From an optimization exercise on the open Yosys and OpenROAD flow, aimed at small area; shortcuts taken in it are not production practice. The RTL was checked by simulation tests, not by an equivalence proof against the original design. Power is estimated from default activity; no workload was simulated.

xenon:
Design EmbeddedReceiver, start of the top module:
module EmbeddedReceiver #(
        parameter int   board   = 2,
        parameter int Ki =     2,
        parameter int Kp =   500,
        parameter int K0 = 335544
    )(
        input  logic        clk_i,
        input  logic        reset_i,
        input  logic        data_i,
        output logic        error_o,
        output logic        trigger_o,
        output logic [63:0] pulse_id_o
    );
For scale: ~530 flip-flops.
Settings: LEC_CHECK=0, CAP_MARGIN=20, CORE_MARGIN=2, CORE_UTILIZATION=40, CTS_BUF_LIST=sky130_fd_sc_hd__clkbuf_16, CTS_CLUSTER_DIAMETER=100, CTS_CLUSTER_SIZE=30, SLEW_MARGIN=20; clock period 8.0 ns.
run.sh (not shown) runs the stock make flow with config.mk's settings and CLKGATE_MAP_FILE= SYNTH_SCRIPT=/design/flow/synth_recipe.tcl, a recipe that flattens the netlist after the stock synthesis.
Looking at the reports, xenon completed the entire flow and the layout it produced met the timing, DRC and antenna checks.
The following lists how raven was set up differently from xenon:
- CTS_BUF_LIST removed (was sky130_fd_sc_hd__clkbuf_16)
- CTS_CLUSTER_SIZE removed (was 30)
- CTS_CLUSTER_DIAMETER removed (was 100)
==> run summary <==
- raven vs. xenon: setup slack went down by 0.017 ns.
- Of raven and xenon, the higher combinational share of power belongs to xenon.
- When the final numbers for raven and xenon were put side by side, the peak fanout along the critical path turned out to be smaller in raven.
- [compare] base=xenon new=raven: routed wire length increased by about 1.2% relative to the old numbers; power higher.
- The standard cells in raven occupy more silicon area than those in xenon do.
### raven -> willow
- ABC_AREA now 1, previously not set
Findings:
willow has completed all stages; timing, DRC and antenna checks passed.
Period utilization: raven vs willow, no meaningful difference
Compared with raven, total clock buffers created by CTS in willow increased slightly.
willow ends up with higher compound-gate portion of the synthesized area than raven does.
For indigo, these inputs were changed with respect to willow:
- CAP_MARGIN now 0, was 20
- CORE_UTILIZATION now 60, was 40
- SLEW_MARGIN now 0, was 20
- PLACE_DENSITY now 0.75, previously not set
- ABC_AREA no longer set, was 1
[summary]
Instance area after placement on indigo is down relative to willow. [indigo vs willow] number of well-tap cells placed: lower in indigo. Clock-buffer cell count: indigo lower than willow. Going from willow to indigo, placer congestion estimate grows by 2.8%. Going from willow to indigo, the areal power density over the cells was found to have gone up by 4.9%. Logic depth of the worst setup path including buffers: indigo < willow. indigo vs willow — post-route clock period utilization rose 2.4 points. On cell area, the lower figure sits with indigo, not willow. On overall power of the completed layout, indigo and willow are basically level. Of indigo and willow, the run reporting the higher post-detailed-routing wire length was willow. Power spent charging and discharging nets delta for indigo relative to willow: 0.031 mW lower.

========
Another version of the RTL of EmbeddedReceiver (not shown whole).
For scale: roughly 2300 cells after synthesis.
export LEC_CHECK = 0
export CAP_MARGIN = 20
export CORE_MARGIN = 2
export CORE_UTILIZATION = 40
export CTS_BUF_LIST = sky130_fd_sc_hd__clkbuf_16
export CTS_CLUSTER_DIAMETER = 100
export CTS_CLUSTER_SIZE = 30
export SLEW_MARGIN = 20
create_clock -name core_clock -period 8.0 [get_ports {clk_i}]
standard.sh (not shown) runs the stock make flow with config.mk's settings and CLKGATE_MAP_FILE= SYNTH_SCRIPT=/design/flow/synth_recipe.tcl, a recipe that flattens the netlist after the stock synthesis.
==> flow/flow/run.sh <==
#!/bin/bash
set -euo pipefail
rm -rf scripts_own
cp -r "$FLOW_HOME/scripts" scripts_own
cp flow/abc_map.script scripts_own/abc_speed.script
export BUFFER_PORTS_ARGS="-buffer_cell sky130_fd_sc_hd__buf_1"
export CTS_ARGS="-sink_clustering_enable -repair_clock_nets -dont_use_dummy_load -sink_clustering_size 40 -sink_clustering_max_diameter 60 -buf_list sky130_fd_sc_hd__clkbuf_16"
bash standard.sh SCRIPTS_DIR="$PWD/scripts_own" finish > standard.log 2>&1
==> flow/flow/abc_map.script <==
strash
dch
amap
topo
stime -c
The baseline completed and failed the layout checks on setup timing.
Next try:
--- a/flow/flow/run.sh
+++ b/flow/flow/run.sh
@@ -7 +7 @@
-export CTS_ARGS="-sink_clustering_enable -repair_clock_nets -dont_use_dummy_load -sink_clustering_size 40 -sink_clustering_max_diameter 60 -buf_list sky130_fd_sc_hd__clkbuf_16"
+export CTS_ARGS="-sink_clustering_enable -repair_clock_nets -dont_use_dummy_load -sink_clustering_size 30 -sink_clustering_max_diameter 100 -buf_list sky130_fd_sc_hd__clkbuf_16"
Outcome: The changed run completed and failed the layout checks on setup timing. Combinational power came out higher by about 1%. Worst setup slack degrades by 0.0096 ns. Clock-buffer cell count fell by 14. Via count decreases by 0.51%. Critical path depth is unchanged. Synthesized cell count does not change. Worst hold slack gains 0.0052 ns. Wire length shrinks by 0.55%. Clock power came out lower by about 22%.

========
Another version of the RTL of EmbeddedReceiver (not shown whole).
For scale: about 2400 cells after synthesis, about 69 I/O pins.
Settings: LEC_CHECK=0, CAP_MARGIN=0, CORE_MARGIN=2, CORE_UTILIZATION=60, PLACE_DENSITY=0.7, SLEW_MARGIN=0; clock period 8.0 ns.
==> flow/flow/run.sh <==
#!/bin/bash
set -euo pipefail
rm -rf scripts_own
cp -r "$FLOW_HOME/scripts" scripts_own
cp flow/abc_map.script scripts_own/abc_speed.script
export BUFFER_PORTS_ARGS="-buffer_cell sky130_fd_sc_hd__buf_1"
export CTS_ARGS="-sink_clustering_enable -repair_clock_nets -dont_use_dummy_load -sink_clustering_size 30 -sink_clustering_max_diameter 150 -buf_list sky130_fd_sc_hd__clkbuf_16"
bash standard.sh SCRIPTS_DIR="$PWD/scripts_own" finish > standard.log 2>&1
Scripts as last shown in full above: flow/flow/abc_map.script
==> next run, changes <==
--- a/flow/flow/run.sh
+++ b/flow/flow/run.sh
@@ -7 +7 @@
-export CTS_ARGS="-sink_clustering_enable -repair_clock_nets -dont_use_dummy_load -sink_clustering_size 30 -sink_clustering_max_diameter 150 -buf_list sky130_fd_sc_hd__clkbuf_16"
+export CTS_ARGS="-sink_clustering_enable -repair_clock_nets -dont_use_dummy_load -sink_clustering_size 30 -sink_clustering_max_diameter 100 -buf_list sky130_fd_sc_hd__clkbuf_16"
==> flow/flow/abc_map.script (replaced) <==
strash
&get -n
&deepsyn -T 60
&put
dch
amap
topo
stime -c
Settings changed: CAP_MARGIN 0 to 20, CORE_UTILIZATION 60 to 40, CTS_BUF_LIST set to sky130_fd_sc_hd__clkbuf_16, CTS_CLUSTER_DIAMETER set to 100, CTS_CLUSTER_SIZE set to 30, PLACE_DENSITY 0.7 to unset, SLEW_MARGIN 0 to 20.
Effect: Cell area is higher by a few percent; worst setup slack gets better by 40 ps; cell count went up by a little under a tenth; routed wire length grows by roughly a tenth; global-route usage goes down by 6.4 points; core utilization shrinks by 20 points; clock-buffer cell count came out higher by 2; non-clock buffer count goes up by 18.
==> next run, changes <==
==> flow/flow/abc_map.script (replaced) <==
strash
dch
amap
topo
stime -c
Settings changed: CAP_MARGIN 20 to 0, CORE_UTILIZATION 40 to 70, CTS_BUF_LIST sky130_fd_sc_hd__clkbuf_16 to unset, CTS_CLUSTER_DIAMETER 100 to unset, CTS_CLUSTER_SIZE 30 to unset, PLACE_DENSITY set to 0.8, SLEW_MARGIN 20 to 0.
Result:
- The new run finished clean
- core utilization increases by 32 points
- synthesized area increases by 1.0%
- count of clock-buffer cells in the layout decreases by 2
- wire length decreases by 6.6%
- sequential share of layout area increases by 0.88 points
- cell area decreases by 1.7%
- flip-flop and latch count is unchanged
- register-to-register slack got worse by 330 ps
- hold slack got worse by 9.8 ps
- combinational power increases by 21%
==> next run, changes <==
Settings changed: CORE_UTILIZATION 70 to 60, PLACE_DENSITY 0.8 to 0.7.
The changed run completed with no timing, DRC or antenna violations.
Sequential cell count is unchanged.
Global-route usage is lower by 4.5 points.
Routed wire length is lower by a few percent.

========
EmbeddedReceiver again, from the RTL that the note above started with.
// EmbeddedReceiver
module EmbeddedReceiver #(
        parameter int   board   = 2,
        parameter int Ki =     2,
        parameter int Kp =   500,
        parameter int K0 = 335544
    )(
        input  logic        clk_i,
        input  logic        reset_i,
        input  logic        data_i,
        output logic        error_o,
        output logic        trigger_o,
        output logic [63:0] pulse_id_o
    );
    logic         word_tick, comma, error_8b10b;
    logic [7:0]   data_decoded;
    CDR_10b_8b #(.Ki(Ki), .Kp(Kp), .K0(K0)) cdr_10b_8b (
        .clk(clk_i), .reset(reset_i), .serial_i(data_i),
        .word_tick_o(word_tick), .data_o(data_decoded),
        .comma_o(comma), .error_o(error_8b10b));
    logic         frame_tick, tick_d, is_id, is_cfg, status, error_crc;
    logic [103:0] frame_data;
    FrameReceiver #(.board(board)) frame_receiver (
        .clk(clk_i), .reset(reset_i),
        .word_tick_i(word_tick), .comma_i(comma), .data_i(data_decoded),
        .error_i(error_8b10b),
        .frame_tick_o(frame_tick), .tick_d_o(tick_d), .is_id_o(is_id),
        .is_cfg_o(is_cfg), .status_o(status), .data_o(frame_data),
        .error_o(error_crc));
    always_ff @(posedge clk_i) begin
        if (reset_i | (frame_tick & is_id))
            pulse_id_o <= frame_data[63:0];
    end
    Trigger trigger_1 (
        .clk(clk_i), .reset(reset_i),
        .frame_tick_i(frame_tick), .tick_d_i(tick_d), .is_id_i(is_id),
        .is_cfg_i(is_cfg), .status_i(status), .data_i(frame_data),
        .id_i(pulse_id_o), .pulse_o(trigger_o));
    assign error_o = error_8b10b | error_crc;
endmodule
Settings: LEC_CHECK=0, CAP_MARGIN=0, CORE_MARGIN=2, CORE_UTILIZATION=60, GPL_TIMING_DRIVEN=0, PLACE_DENSITY=0.7, SLEW_MARGIN=0; clock period 8.0 ns.
==> flow/flow/run.sh <==
#!/bin/bash
set -euo pipefail
rm -rf scripts_own
cp -r "$FLOW_HOME/scripts" scripts_own
cp flow/abc_map.script scripts_own/abc_speed.script
export BUFFER_PORTS_ARGS="-buffer_cell sky130_fd_sc_hd__buf_1"
export CTS_ARGS="-sink_clustering_enable -repair_clock_nets -dont_use_dummy_load -sink_clustering_size 30 -sink_clustering_max_diameter 100 -buf_list sky130_fd_sc_hd__clkbuf_16"
bash standard.sh SCRIPTS_DIR="$PWD/scripts_own" finish > standard.log 2>&1
==> flow/flow/abc_map.script <==
strash
dch
amap
topo
stime -c
==> next run, changes <==
--- a/flow/flow/run.sh
+++ b/flow/flow/run.sh
@@ -7 +7 @@
-export CTS_ARGS="-sink_clustering_enable -repair_clock_nets -dont_use_dummy_load -sink_clustering_size 30 -sink_clustering_max_diameter 100 -buf_list sky130_fd_sc_hd__clkbuf_16"
+export CTS_ARGS="-sink_clustering_enable -repair_clock_nets -dont_use_dummy_load -sink_clustering_size 40 -sink_clustering_max_diameter 70 -buf_list sky130_fd_sc_hd__clkbuf_16"
CAP_MARGIN = 20   (was 0)
CORE_UTILIZATION = 40   (was 60)
CTS_BUF_LIST = sky130_fd_sc_hd__clkbuf_16   (was not set)
CTS_CLUSTER_DIAMETER = 100   (was not set)
CTS_CLUSTER_SIZE = 30   (was not set)
GPL_TIMING_DRIVEN = not set   (was 0)
PLACE_DENSITY = not set   (was 0.7)
SLEW_MARGIN = 20   (was 0)
After rerunning:
- global-route usage went down by 6.2 points
- sequential power hardly moves
- power increases by about 8%
- sequential share of layout area decreases by 0.98 points
- hold slack loses 0.022 ns
- critical path depth is unchanged
- design area increases by about 2%
==> next run, changes <==
--- a/flow/flow/run.sh
+++ b/flow/flow/run.sh
@@ -7 +7 @@
-export CTS_ARGS="-sink_clustering_enable -repair_clock_nets -dont_use_dummy_load -sink_clustering_size 40 -sink_clustering_max_diameter 70 -buf_list sky130_fd_sc_hd__clkbuf_16"
+export CTS_ARGS="-sink_clustering_enable -repair_clock_nets -dont_use_dummy_load -sink_clustering_size 35 -sink_clustering_max_diameter 80 -buf_list sky130_fd_sc_hd__clkbuf_16"
CAP_MARGIN = 0   (was 20)
CORE_UTILIZATION = 60   (was 40)
CTS_BUF_LIST = not set   (was sky130_fd_sc_hd__clkbuf_16)
CTS_CLUSTER_DIAMETER = not set   (was 100)
CTS_CLUSTER_SIZE = not set   (was 30)
PLACE_DENSITY = 0.7   (was not set)
SLEW_MARGIN = 0   (was 20)
Result:
- The changed run finished clean
- cell area went down by 2.6%
- sequential cell count is unchanged
- hold slack improved by 0.036 ns
- power fell by 6.6%
- via count went down by 1.5%
- wire length falls by 8.4%
- global-route usage went up by 6.9 points
- setup slack gets worse by 0.10 ns
- count of clock-buffer cells in the layout goes down by 11
- sequential share of layout area increases by 1.3 points
==> next run, changes <==
--- a/flow/flow/run.sh
+++ b/flow/flow/run.sh
@@ -7 +7 @@
-export CTS_ARGS="-sink_clustering_enable -repair_clock_nets -dont_use_dummy_load -sink_clustering_size 35 -sink_clustering_max_diameter 80 -buf_list sky130_fd_sc_hd__clkbuf_16"
+export CTS_ARGS="-sink_clustering_enable -repair_clock_nets -dont_use_dummy_load -sink_clustering_size 30 -sink_clustering_max_diameter 100 -buf_list sky130_fd_sc_hd__clkbuf_16"
CORE_UTILIZATION = 75   (was 60)
PLACE_DENSITY = 0.85   (was 0.7)
The changed run finished with timing, DRC and antenna clean.
Worst hold slack got worse by 0.023 ns.
Synthesized cell count stays the same.
Wire length went up by a few percent.
First-iteration DRC count climbs by well over a third.
Total power is lower slightly.
Register-to-register slack degrades by 0.096 ns.
Sequential cell count does not change.
Die area fell by about a fifth.
Clock power fell by a little under a tenth.
Global-route usage came out higher by 6.9 points.
Fmax came out lower slightly.

========
EmbeddedReceiver again, from the RTL that the note above started with.
Settings: LEC_CHECK=0, CAP_MARGIN=0, CORE_MARGIN=2, CORE_UTILIZATION=60, PLACE_DENSITY=0.7, SLEW_MARGIN=0; clock period 8.0 ns.
==> flow/flow/run.sh <==
#!/bin/bash
set -euo pipefail
rm -rf scripts_own
cp -r "$FLOW_HOME/scripts" scripts_own
cp flow/abc_map.script scripts_own/abc_speed.script
export BUFFER_PORTS_ARGS="-buffer_cell sky130_fd_sc_hd__buf_1"
export CTS_ARGS="-sink_clustering_enable -repair_clock_nets -dont_use_dummy_load -sink_clustering_size 30 -sink_clustering_max_diameter 100 -buf_list sky130_fd_sc_hd__clkbuf_16"
bash standard.sh SCRIPTS_DIR="$PWD/scripts_own" finish > standard.log 2>&1
==> flow/flow/abc_map.script <==
strash
&get -n
&deepsyn -T 60
&put
dch
amap
topo
stime -c
Then changed:
==> flow/flow/abc_map.script (replaced) <==
strash
dch
amap
topo
stime -c
Settings changed: CAP_MARGIN 0 to 20, CORE_UTILIZATION 60 to 40, CTS_BUF_LIST set to sky130_fd_sc_hd__clkbuf_16, CTS_CLUSTER_DIAMETER set to 100, CTS_CLUSTER_SIZE set to 30, PLACE_DENSITY 0.7 to unset, SLEW_MARGIN 0 to 20.
=>
- The changed run completed with no timing, DRC or antenna violations
- design area is higher by 1.9%
- setup slack improved by 0.052 ns
- total power went up by about 6.5%
- sequential power barely changes
- count of clock-buffer cells in the layout went up by 4
- utilization fell by 22 points
Then changed:
==> flow/run.sh (new file) <==
#!/bin/bash
# synth_recipe.tcl (not shown) runs the flow's synth.tcl, then flattens the netlist and writes it again
# the make line also repeats each setting of config.mk as NAME=value (left out here)
make -C /OpenROAD-flow-scripts/flow DESIGN_CONFIG=/design/flow/config.mk WORK_HOME=/design/flow/orfs CLKGATE_MAP_FILE= SYNTH_SCRIPT=/design/flow/synth_recipe.tcl finish
Settings changed: CAP_MARGIN 20 to 0, CORE_UTILIZATION 40 to 60, PLACE_DENSITY set to 0.7, SLEW_MARGIN 20 to 0.
removed: flow/flow/run.sh
removed: flow/flow/abc_map.script
removed: flow/standard.sh
Outcome: Setup slack improved by 0.29 ns; clock skew falls by 0.037 ns; clock-buffer cell count falls by 4; utilization rises by 21 points; first-iteration DRC count rises by 44%; worst hold slack improved by 0.032 ns; sequential share of layout area falls by 2.2 points; die area falls by 29%.
Then changed:
==> flow/flow/run.sh (new file) <==
#!/bin/bash
set -euo pipefail
rm -rf scripts_own
cp -r "$FLOW_HOME/scripts" scripts_own
cp flow/abc_map.script scripts_own/abc_speed.script
export BUFFER_PORTS_ARGS="-buffer_cell sky130_fd_sc_hd__buf_1"
export CTS_ARGS="-sink_clustering_enable -repair_clock_nets -dont_use_dummy_load -sink_clustering_size 30 -sink_clustering_max_diameter 100 -buf_list sky130_fd_sc_hd__clkbuf_16"
bash standard.sh SCRIPTS_DIR="$PWD/scripts_own" finish > standard.log 2>&1
==> flow/flow/abc_map.script (new file) <==
strash
ifraig
dc2
dch -f
amap -m
topo
stime -c
==> flow/standard.sh (new file) <==
#!/bin/bash
# synth_recipe.tcl (not shown) runs the flow's synth.tcl, then flattens the netlist and writes it again
# the make line also repeats each setting of config.mk as NAME=value (left out here)
make -C /OpenROAD-flow-scripts/flow DESIGN_CONFIG=/design/flow/config.mk WORK_HOME=/design/flow/orfs CLKGATE_MAP_FILE= SYNTH_SCRIPT=/design/flow/synth_recipe.tcl "${@:-finish}"
Settings changed: CTS_BUF_LIST sky130_fd_sc_hd__clkbuf_16 to unset, CTS_CLUSTER_DIAMETER 100 to unset, CTS_CLUSTER_SIZE 30 to unset.
removed: flow/run.sh
Outcome:
- The changed run went through all stages and came out clean
- setup slack is worse by 0.30 ns
- global-route usage rose by 1.9 points
- hold slack is worse by 0.012 ns
- wire length rose by 0.31%

[re-timing with driven ports]
No port has a modelled driver above. Below, the same layouts with a new extraction and two added sets of constraints.
Step 1 (the two cells are an assumption about what drives the block):
set clk [get_ports {clk_i}]
set_driving_cell -lib_cell sky130_fd_sc_hd__clkbuf_16 $clk
set_driving_cell -lib_cell sky130_fd_sc_hd__buf_2 [delete_from_list [all_inputs] $clk]
Step 2 times the ports against the registers' clock, not the clock port: input delays grow and output delays shrink by t, the midpoint of the rising clock arrivals with the driver on.
a / b / c = ideal / step 1 / step 2; a / b = the first two.
run	shift t [ns]	setup WS [ns]	hold slack, ns	worst data-port slew with drivers (ns)	pins driven straight from the clock port
xenon	0.675	3.185 / 3.185 / 3.185	0.368 / 0.368 / 0.368	0.04	1
raven	0.701	3.168 / 3.168 / 3.168	0.361 / 0.361 / 0.361	0.04	1
willow	0.701	3.160 / 3.160 / 3.160	0.329 / 0.329 / 0.329	0.05	1
indigo	0.669	2.966 / 2.966 / 2.966	0.328 / 0.328 / 0.328	0.04	1
the first run of note 2	0.621	-0.883 / -0.883 / -0.883	0.329 / 0.329 / 0.329	0.03	1
the second run of note 2	0.600	-0.892 / -0.892 / -0.892	0.334 / 0.334 / 0.334	0.03	1
the first run of note 3	0.591	0.501 / 0.501 / 0.501	0.378 / 0.378 / 0.378	0.06	1
the second run of note 3	0.609	0.541 / 0.541 / 0.541	0.351 / 0.351 / 0.351	0.03	1
the third run of note 3	0.592	0.216 / 0.216 / 0.216	0.341 / 0.341 / 0.341	0.06	1
the fourth run of note 3	0.611	0.525 / 0.525 / 0.525	0.372 / 0.372 / 0.372	0.06	1
the first run of note 4	0.602	0.574 / 0.574 / 0.574	0.358 / 0.358 / 0.358	0.03	1
the second run of note 4	0.611	0.622 / 0.622 / 0.622	0.336 / 0.336 / 0.336	0.03	1
the third run of note 4	0.621	0.518 / 0.518 / 0.518	0.372 / 0.372 / 0.372	0.06	1
the fourth run of note 4	0.599	0.421 / 0.421 / 0.421	0.349 / 0.349 / 0.349	0.03	1
the first run of note 5	0.609	0.555 / 0.555 / 0.555	0.379 / 0.379 / 0.379	0.05	1
the second run of note 5	0.631	0.607 / 0.607 / 0.607	0.348 / 0.348 / 0.348	0.03	1
the third run of note 5	0.631	0.893 / 0.893 / 0.893	0.380 / 0.380 / 0.380	0.03	1
the fourth run of note 5	0.603	0.589 / 0.589 / 0.589	0.367 / 0.367 / 0.367	0.03	1
